What follows belongs to an exercise in optimizing a design on an open flow for small area; a production flow would make more cautious choices. RTL that was checked went through simulation tests only; none was proved equivalent to the original. The flow treats the clock pin as an ideal source, which a real chip does not have. Power is estimated from default activity; no workload was simulated.

==> flow/design.v (excerpt) <==
module ts_speed(
    clk,
    rst,
    ts_din,
    ts_din_en,
    rate_dout,
    rate_dout_en,
    rate_con_start,
    rate_con_end
);
==> flow/config.mk <==
export PLATFORM = sky130hd
export DESIGN_NAME = ts_speed
export DESIGN_NICKNAME = ts_speed
export VERILOG_FILES = /design/flow/design.v
export SDC_FILE = /design/flow/constraint.sdc
export NUM_CORES = 4
export LEC_CHECK = 0
export ABC_AREA = 1
export CAP_MARGIN = 20
export CORE_MARGIN = 2
export CORE_UTILIZATION = 60
export CTS_BUF_LIST = sky130_fd_sc_hd__clkbuf_8
export CTS_CLUSTER_DIAMETER = 100
export CTS_CLUSTER_SIZE = 50
export GPL_TIMING_DRIVEN = 0
export SLEW_MARGIN = 20
==> flow/constraint.sdc <==
create_clock -name core_clock -period 5.0 [get_ports {clk}]
set_input_delay 1.0000 -clock core_clock [delete_from_list [all_inputs] [get_ports {clk}]]
set_output_delay 1.0000 -clock core_clock [all_outputs]
set_load 0.01 [all_outputs]
standard.sh (not shown) runs the stock make flow with config.mk's settings and CLKGATE_MAP_FILE= SYNTH_SCRIPT=/design/flow/synth_recipe.tcl, a recipe that flattens the netlist after the stock synthesis.
==> flow/flow/run.sh <==
#!/bin/bash
# Layout flow: the standard ORFS flow (standard.sh with synth_recipe.tcl)
# with these changes to how the layout is built:
#  - synthesis maps the logic with an area-oriented ABC script
#    (flow/abc_area.script, used through ABC_AREA=1 from a copy of ORFS's
#    scripts folder that differs only in that file); flip-flop mapping,
#    flattening and naming are the standard synthesis's;
#  - port buffers use sky130_fd_sc_hd__buf_1;
#  - clock tree synthesis inserts no dummy loads, and afterwards each leaf
#    clock buffer is shrunk to the smallest size that keeps every flip-flop clock
#    pin's slew under 95 ps (flow/post_cts.tcl).
# The make output goes to standard.log; each ORFS step keeps its own log
# under orfs/logs/.
set -euo pipefail
rm -rf myscripts
cp -r "$FLOW_HOME/scripts" myscripts
chmod -R u+w myscripts
cp -f flow/abc_area.script myscripts/abc_area.script
bash standard.sh \
  "SCRIPTS_DIR=$PWD/myscripts" \
  "POST_CTS_TCL=$PWD/flow/post_cts.tcl" \
  "BUFFER_PORTS_ARGS=-buffer_cell sky130_fd_sc_hd__buf_1" \
  "CTS_ARGS=-sink_clustering_enable -repair_clock_nets -sink_clustering_size 50 -sink_clustering_max_diameter 100 -buf_list sky130_fd_sc_hd__clkbuf_8 -dont_use_dummy_load" \
  finish > standard.log 2>&1
==> flow/flow/post_cts.tcl <==
set clk_slew_target 0.095
if { [info exists ::env(CLK_SLEW_TARGET)] } { set clk_slew_target $::env(CLK_SLEW_TARGET) }
set clkbuf_sizes {sky130_fd_sc_hd__clkbuf_2 sky130_fd_sc_hd__clkbuf_4 sky130_fd_sc_hd__clkbuf_8 sky130_fd_sc_hd__clkbuf_16}

proc worst_clock_pin_slew {} {
  set worst 0.0
  foreach pin [get_pins -hierarchical */CLK] {
    foreach prop {slew_max_rise slew_max_fall} {
      set s [get_property $pin $prop]
      if { $s > $worst } { set worst $s }
    }
  }
  return $worst
}

estimate_parasitics -placement
puts "clock buffer resize: worst flip-flop clock slew before [worst_clock_pin_slew]"
set bufs {}
foreach inst [get_cells clkbuf_*] {
  # The root buffer (clkbuf_0_*) keeps its size, so the clock's insertion
  # delay stays as CTS made it.
  if { [string match clkbuf_0_* [get_full_name $inst]] } { continue }
  lappend bufs [get_full_name $inst]
}
set bufs [lsort -decreasing -dictionary $bufs]
foreach name $bufs {
  set inst [get_cells $name]
  set orig [get_property [get_lib_cells -of_objects $inst] name]
  set kept $orig
  foreach size $clkbuf_sizes {
    if { $size eq $orig } { break }
    replace_cell $inst $size
    if { [worst_clock_pin_slew] <= $clk_slew_target } {
      set kept $size
      break
    }
  }
  if { $kept ne [get_property [get_lib_cells -of_objects $inst] name] } {
    replace_cell $inst $kept
  }
  puts "clock buffer resize: $name $orig -> $kept"
}
puts "clock buffer resize: worst flip-flop clock slew after [worst_clock_pin_slew]"
detailed_placement
check_placement -verbose
Other scripts of this flow, unchanged in this note and not shown: flow/flow/abc_area.script
Rerun with:
--- a/flow/flow/run.sh
+++ b/flow/flow/run.sh
@@ -9,5 +9,5 @@
 #  - clock tree synthesis inserts no dummy loads, and afterwards each leaf
 #    clock buffer is shrunk to the smallest size that keeps every flip-flop clock
-#    pin's slew under 95 ps (flow/post_cts.tcl).
+#    pin's slew under 110 ps (flow/post_cts.tcl).
 # The make output goes to standard.log; each ORFS step keeps its own log
 # under orfs/logs/.
--- a/flow/flow/post_cts.tcl
+++ b/flow/flow/post_cts.tcl
@@ -1,3 +1,3 @@
-set clk_slew_target 0.095
+set clk_slew_target 0.110
 if { [info exists ::env(CLK_SLEW_TARGET)] } { set clk_slew_target $::env(CLK_SLEW_TARGET) }
 set clkbuf_sizes {sky130_fd_sc_hd__clkbuf_2 sky130_fd_sc_hd__clkbuf_4 sky130_fd_sc_hd__clkbuf_8 sky130_fd_sc_hd__clkbuf_16}
Effect: The new run produced a clean layout. Setup slack stays flat. Clock power went down by roughly a tenth. Wire length barely changes. Synthesized cell count stays the same.
Rerun with:
--- a/flow/flow/run.sh
+++ b/flow/flow/run.sh
@@ -7,4 +7,6 @@
 #    flattening and naming are the standard synthesis's;
 #  - port buffers use sky130_fd_sc_hd__buf_1;
+#  - after global routing, gates on paths with positive slack are
+#    downsized (RECOVER_POWER=100);
 #  - clock tree synthesis inserts no dummy loads, and afterwards each leaf
 #    clock buffer is shrunk to the smallest size that keeps every flip-flop clock
@@ -20,4 +22,5 @@
   "SCRIPTS_DIR=$PWD/myscripts" \
   "POST_CTS_TCL=$PWD/flow/post_cts.tcl" \
+  "RECOVER_POWER=100" \
   "BUFFER_PORTS_ARGS=-buffer_cell sky130_fd_sc_hd__buf_1" \
   "CTS_ARGS=-sink_clustering_enable -repair_clock_nets -sink_clustering_size 50 -sink_clustering_max_diameter 100 -buf_list sky130_fd_sc_hd__clkbuf_8 -dont_use_dummy_load" \
What happened: Setup slack gets worse by 0.0047 ns; hold slack barely changes; clock-buffer cell count is unchanged; final area is about the same; total power hardly moves.


Another version of the RTL of ts_speed (not shown whole).
Size: ~450 cells after synthesis, roughly 140 flip-flops, roughly 46 I/O pins, about 5600 µm² of cells after synthesis.
==> flow/config.mk <==
export PLATFORM = sky130hd
export DESIGN_NAME = ts_speed
export DESIGN_NICKNAME = ts_speed
export VERILOG_FILES = /design/flow/design.v
export SDC_FILE = /design/flow/constraint.sdc
export NUM_CORES = 4
export LEC_CHECK = 0
export ABC_AREA = 1
export CAP_MARGIN = 20
export CORE_MARGIN = 2
export CORE_UTILIZATION = 60
export CTS_BUF_LIST = sky130_fd_sc_hd__clkbuf_8
export CTS_CLUSTER_DIAMETER = 100
export CTS_CLUSTER_SIZE = 50
export GPL_TIMING_DRIVEN = 0
export SLEW_MARGIN = 20
==> flow/constraint.sdc <==
create_clock -name core_clock -period 5.0 [get_ports {clk}]
set_input_delay 1.0000 -clock core_clock [delete_from_list [all_inputs] [get_ports {clk}]]
set_output_delay 1.0000 -clock core_clock [all_outputs]
set_load 0.01 [all_outputs]
==> flow/flow/run.sh <==
#!/bin/bash
# Layout flow: the standard ORFS flow (standard.sh with synth_recipe.tcl)
# with these changes to how the layout is built:
#  - synthesis maps the logic with an area-oriented ABC script
#    (flow/abc_area.script, used through ABC_AREA=1 from a copy of ORFS's
#    scripts folder that differs only in that file); flip-flop mapping,
#    flattening and naming are the standard synthesis's;
#  - port buffers use sky130_fd_sc_hd__buf_1;
#  - clock tree synthesis inserts no dummy loads, and afterwards each leaf
#    clock buffer is shrunk to the smallest size that keeps every flip-flop clock
#    pin's slew under 95 ps (flow/post_cts.tcl).
# The make output goes to standard.log; each ORFS step keeps its own log
# under orfs/logs/.
set -euo pipefail
rm -rf myscripts
cp -r "$FLOW_HOME/scripts" myscripts
chmod -R u+w myscripts
cp -f flow/abc_area.script myscripts/abc_area.script
bash standard.sh \
  "SCRIPTS_DIR=$PWD/myscripts" \
  "POST_CTS_TCL=$PWD/flow/post_cts.tcl" \
  "BUFFER_PORTS_ARGS=-buffer_cell sky130_fd_sc_hd__buf_1" \
  "CTS_ARGS=-sink_clustering_enable -repair_clock_nets -sink_clustering_size 50 -sink_clustering_max_diameter 100 -buf_list sky130_fd_sc_hd__clkbuf_8 -dont_use_dummy_load" \
  finish > standard.log 2>&1
Other scripts of this flow, unchanged in this note and not shown: flow/flow/abc_area.script, flow/flow/post_cts.tcl
Rerun with:
--- a/flow/config.mk
+++ b/flow/config.mk
@@ -11 +11 @@
-export CORE_UTILIZATION = 60
+export CORE_UTILIZATION = 72
- worst setup slack gets better by 0.0052 ns
- routed wire length barely changes
- via count increases by 4.0%
- non-clock buffer count does not change
Function was not checked in any run of this note: the RTL went through the layout flow alone.


== pepper ==
The RTL this note starts from:
==> flow/design.v <==
module ts_speed(
    clk,
    rst,
    ts_din,
    ts_din_en,
    rate_dout,
    rate_dout_en,
    rate_con_start,
    rate_con_end
);
    input         clk;
    input         rst;
    input  [31:0] ts_din;
    input         ts_din_en;
    input         rate_con_start;
    input         rate_con_end;
    output [7:0]  rate_dout;
    output        rate_dout_en;
    localparam IDLE = 2'd0, RATE_START = 2'd1, RATE_REC = 2'd2, RATE_SEND = 2'd3;
    localparam [10:0] CNT_START = {9'd200, 2'd1};    
    localparam [10:0] REC_END   = {9'd29,  2'd2};    
    localparam [10:0] SEND_END  = {9'd47,  2'd1};    
    reg  [1:0]  st;
    reg         en_r;
    reg  [10:0] cnt;
    reg         oen;         
    reg  [6:0]  lo [1:15];
    reg  [3:0]  slot0, slot1, slot2, slot3;
    wire in_start = (st == RATE_START);
    wire in_rec   = (st == RATE_REC);
    wire clr      = rst | in_start;
    always @(posedge clk) begin
        en_r <= ts_din_en;
        if (rst)
            st <= IDLE;
        else case (st)
            IDLE:       st <= rate_con_start ? RATE_START : IDLE;
            RATE_START: st <= rate_con_end ? IDLE : RATE_REC;
            RATE_REC:   st <= rate_con_end ? IDLE : (cnt == REC_END) ? RATE_SEND : RATE_REC;
            default:    st <= rate_con_end ? IDLE : (cnt == SEND_END) ? RATE_START : RATE_SEND;
        endcase
        oen <= ~rst & (st == RATE_SEND);
        if (in_start)
            cnt <= CNT_START;
        else begin
            cnt[1:0]  <= cnt[1] ? 2'd0 : cnt[1:0] + 2'd1;
            cnt[10:2] <= cnt[10:2] + cnt[1];
        end
    end
    wire [3:0] sel = in_rec ? ts_din[3:0] : cnt[5:2];
    reg  [6:0] rd;
    integer i;
    always @(*) begin
        rd = 7'd0;
        for (i = 1; i < 16; i = i + 1)
            if (sel == i) rd = lo[i];
    end
    wire hit  = in_rec & ts_din_en & ~en_r & (ts_din[31:4] == 28'd0);
    wire wrap = hit & (&rd);
    wire [6:0] wbus = clr ? 7'd0 : rd + 7'd1;
    genvar k;
    generate
        for (k = 1; k < 16; k = k + 1) begin : g_lo
            always @(posedge clk)
                if (clr | (hit & (sel == k)))
                    lo[k] <= wbus;
        end
    endgenerate
    always @(posedge clk) begin
        if (clr | wrap) begin
            slot0 <= clr ? 4'd0 : sel;
            slot1 <= clr ? 4'd0 : slot0;
            slot2 <= clr ? 4'd0 : slot1;
            slot3 <= clr ? 4'd0 : slot2;
        end
    end
    wire [2:0] p = (slot0 == sel) + (slot1 == sel) + (slot2 == sel) + (slot3 == sel);
    wire [9:0] cval = {p, rd};
    wire [5:0] up = cnt[7:2];
    wire [1:0] ph = cnt[1:0];
    reg  [7:0] byte_n;
    always @(*) begin
        if (up[5] & (up[3:0] != 4'd0))
            case (ph)
                2'd1:    byte_n = {6'd0, cval[9:8]};
                2'd2:    byte_n = cval[7:0];
                default: byte_n = 8'h00;
            endcase
        else if (~up[5] & ~up[0])                
            byte_n = {5'd0, 1'b1, 1'b0, ph[1]};
        else if (~up[5])                         
            byte_n = {7'd0, ph == 2'd1};
        else                                     
            byte_n = {7'd0, ph != 2'd1};
    end
    assign rate_dout    = oen ? byte_n : 8'h00;
    assign rate_dout_en = oen;
endmodule
export LEC_CHECK = 0
export ABC_AREA = 1
export CAP_MARGIN = 20
export CORE_MARGIN = 2
export CORE_UTILIZATION = 60
export CTS_BUF_LIST = sky130_fd_sc_hd__clkbuf_8
export CTS_CLUSTER_DIAMETER = 100
export CTS_CLUSTER_SIZE = 50
export GPL_TIMING_DRIVEN = 0
export SLEW_MARGIN = 20
create_clock -name core_clock -period 5.0 [get_ports {clk}]
==> flow/flow/run.sh <==
#!/bin/bash
# Layout flow: the standard ORFS flow (standard.sh, standard synthesis
# unchanged) with two changes to how the layout is built:
#  - port buffers use sky130_fd_sc_hd__buf_1 instead of the flow's default;
#  - clock tree synthesis inserts no dummy loads.
# The make output goes to standard.log; each ORFS step keeps its own log
# under orfs/logs/.
set -euo pipefail
bash standard.sh \
  "BUFFER_PORTS_ARGS=-buffer_cell sky130_fd_sc_hd__buf_1" \
  "CTS_ARGS=-sink_clustering_enable -repair_clock_nets -sink_clustering_size 50 -sink_clustering_max_diameter 100 -buf_list sky130_fd_sc_hd__clkbuf_8 -dont_use_dummy_load" \
  finish > standard.log 2>&1
pepper finished all stages; the layout is clean.
Input changes introduced in harbor (baseline for comparison: pepper):
Settings: CORE_UTILIZATION changed from 60 to 40; CTS_CLUSTER_DIAMETER removed (was 100); GPL_TIMING_DRIVEN removed (was 0); CTS_CLUSTER_SIZE removed (was 50); CTS_BUF_LIST removed (was sky130_fd_sc_hd__clkbuf_8).
==> flow/run.sh (new file) <==
#!/bin/bash
# synth_recipe.tcl (not shown) runs the flow's synth.tcl, then flattens the netlist and writes it again
# the make line also repeats each setting of config.mk as NAME=value (left out here)
make -C /OpenROAD-flow-scripts/flow DESIGN_CONFIG=/design/flow/config.mk WORK_HOME=/design/flow/orfs CLKGATE_MAP_FILE= SYNTH_SCRIPT=/design/flow/synth_recipe.tcl finish
removed: flow/flow/run.sh
removed: flow/standard.sh
==> comparison <==
harbor vs. pepper: number of cells after detailed placement rose about 14%; met3 wire length rose 11%; via count rose 173; peak ir drop on the vdd network fell 0.034 mV; site row count rose 9.
Comparing pepper and harbor, final non-filler cell total is higher on harbor.
Number of instances resized during post-cts repair: lower on pepper
NOTE number of DRC markers after the initial detailed-route iteration pepper->harbor decreased by a few percent
Relative to pepper, power share of the combinational group has decreased by 1.6 points in harbor.
Setup WNS pepper -> harbor: worse
Setup changes, harbor to quartz
Settings: ABC_AREA: 1 -> unset.
--- outcome ---
- Every run in the comparison, quartz and harbor, completed the flow with a clean layout.
- quartz against harbor: time the final worst path needs with I/O delays and setup higher; worst setup slack after layout fell by 140 ps; met3 routing resource usage after global routing went up by 0.16 points.
## Diff of input files: indigo against quartz
Settings: CTS_CLUSTER_DIAMETER: unset -> 100; GPL_TIMING_DRIVEN: unset -> 0; ABC_AREA: unset -> 1; CORE_UTILIZATION: 40 -> 60; CTS_CLUSTER_SIZE: unset -> 50; CTS_BUF_LIST: unset -> sky130_fd_sc_hd__clkbuf_8.
==> flow/flow/run.sh (new file) <==
#!/bin/bash
# Layout flow: the standard ORFS flow (standard.sh with synth_recipe.tcl)
# with these changes to how the layout is built:
#  - synthesis maps the logic with an area-oriented ABC script
#    (flow/abc_area.script, used through ABC_AREA=1 from a copy of ORFS's
#    scripts folder that differs only in that file); flip-flop mapping,
#    flattening and naming are the standard synthesis's;
#  - port buffers use sky130_fd_sc_hd__buf_1;
#  - clock tree synthesis inserts no dummy loads.
# The make output goes to standard.log; each ORFS step keeps its own log
# under orfs/logs/.
set -euo pipefail
rm -rf myscripts
cp -r "$FLOW_HOME/scripts" myscripts
chmod -R u+w myscripts
cp -f flow/abc_area.script myscripts/abc_area.script
bash standard.sh \
  "SCRIPTS_DIR=$PWD/myscripts" \
  "BUFFER_PORTS_ARGS=-buffer_cell sky130_fd_sc_hd__buf_1" \
  "CTS_ARGS=-sink_clustering_enable -repair_clock_nets -sink_clustering_size 50 -sink_clustering_max_diameter 100 -buf_list sky130_fd_sc_hd__clkbuf_8 -dont_use_dummy_load" \
  finish > standard.log 2>&1
==> flow/flow/abc_area.script (new file) <==
strash
dch -f
amap
strash
dch -f
amap
strash
dch -f
amap
topo
==> flow/standard.sh (new file) <==
#!/bin/bash
# synth_recipe.tcl (not shown) runs the flow's synth.tcl, then flattens the netlist and writes it again
# the make line also repeats each setting of config.mk as NAME=value (left out here)
make -C /OpenROAD-flow-scripts/flow DESIGN_CONFIG=/design/flow/config.mk WORK_HOME=/design/flow/orfs CLKGATE_MAP_FILE= SYNTH_SCRIPT=/design/flow/synth_recipe.tcl "${@:-finish}"
removed: flow/run.sh
--- outcome ---
The cell depth of the worst setup path reported for indigo is greater than that of quartz by 5. Between quartz and indigo, the flow reports total power consumption of the routed design decreasing by more than a quarter. Taking quartz as 1.0, indigo lands at 0.60 on die area. Against quartz, non-clock buffer count in indigo fell by more than half. [compare] base=quartz new=indigo: share of the clock period used by the worst path after layout lower; detailed-route wire length has decreased. quartz → indigo: final instance area went down, number of combinational gates with multiple inputs decreased by 13% relative to the old numbers, net count after synthesis fell by 32.
## Diff of input files: juniper against indigo
==> flow/run.sh (new file) <==
#!/bin/bash
# synth_recipe.tcl (not shown) runs the flow's synth.tcl, then flattens the netlist and writes it again
# the make line also repeats each setting of config.mk as NAME=value (left out here)
make -C /OpenROAD-flow-scripts/flow DESIGN_CONFIG=/design/flow/config.mk WORK_HOME=/design/flow/orfs CLKGATE_MAP_FILE= SYNTH_SCRIPT=/design/flow/synth_recipe.tcl finish
removed: flow/flow/run.sh
removed: flow/flow/abc_area.script
removed: flow/standard.sh
- Compared with indigo, juniper shows a count of placed standard cells including taps that is about 30% higher.
- juniper ended with every stage complete and zero timing, DRC or antenna violations.
- Comparing indigo with juniper, the number of clock buffers in the layout came out essentially unchanged.
- In the route summary, juniper ends up with a via count exceeding that of indigo.
- The synthesis-to-finish area growth of juniper exceeds that of indigo by 3.9 points.
- | via count of the first global-routing pass | juniper vs indigo | 570 higher |
- Of indigo and juniper, the run reporting the higher number of signal-net inverters in the final layout was juniper.
- Summary: with indigo as the reference, overall power in juniper moved up by more than 10%.
- Relative to indigo, worst max-slew margin expressed relative to the limit has decreased by 9.1 points in juniper.

what the ideal ports hide:
No port has a modelled driver above. Below, the same layouts with a new extraction and two added sets of constraints. Step 1: set_driving_cell puts a clkbuf_16 on clk and a buf_2 on each other input, an assumption about the parent block. Step 2, shift: input delay + t, output delay - t, t = (earliest + latest rising clock arrival at the registers) / 2. This alone moves slack from input paths to output paths. Slacks: ideal ports / drivers / drivers and shift; pairs: ideal ports / drivers.
| run | shift t [ns] | slack for setup (ns) | hold WS [ns] | clock arrival spread, ns | worst register clock-pin slew, ns |
|---|---|---|---|---|---|
| the first run of note 1 | 0.431 | 0.232 / 0.209 / 0.014 | 0.495 / 0.495 / 0.495 | 0.029 / 0.028 | 0.10 / 0.10 |
| the second run of note 1 | 0.420 | 0.232 / 0.208 / -0.020 | 0.495 / 0.495 / 0.495 | 0.044 / 0.044 | 0.10 / 0.10 |
| the third run of note 1 | 0.422 | 0.227 / 0.203 / -0.038 | 0.495 / 0.495 / 0.495 | 0.042 / 0.042 | 0.10 / 0.10 |
| the first run of note 2 | 0.430 | 0.263 / 0.230 / -0.027 | 0.478 / 0.478 / 0.478 | 0.035 / 0.034 | 0.10 / 0.10 |
| the second run of note 2 | 0.434 | 0.268 / 0.233 / 0.005 | 0.470 / 0.470 / 0.470 | 0.024 / 0.024 | 0.09 / 0.09 |
| pepper | 0.452 | 0.600 / 0.576 / 0.576 | 0.501 / 0.501 / 0.501 | 0.023 / 0.022 | 0.08 / 0.08 |
| harbor | 0.456 | 0.209 / 0.181 / 0.181 | 0.492 / 0.492 / 0.492 | 0.009 / 0.009 | 0.06 / 0.06 |
| quartz | 0.472 | 0.065 / 0.041 / 0.041 | 0.531 / 0.531 / 0.531 | 0.009 / 0.009 | 0.06 / 0.06 |
| indigo | 0.450 | 0.326 / 0.292 / 0.184 | 0.494 / 0.494 / 0.494 | 0.026 / 0.026 | 0.08 / 0.08 |
| juniper | 0.478 | 0.186 / 0.158 / 0.092 | 0.494 / 0.494 / 0.494 | 0.019 / 0.018 | 0.09 / 0.09 |
Met with ideal ports but missed after step 2: setup timing in the second run of note 1, the third run of note 1 and the first run of note 2. For the first run of note 2, which loses most, drivers alone change the setup slack by -0.033 ns; drivers and shift together by -0.290 ns.
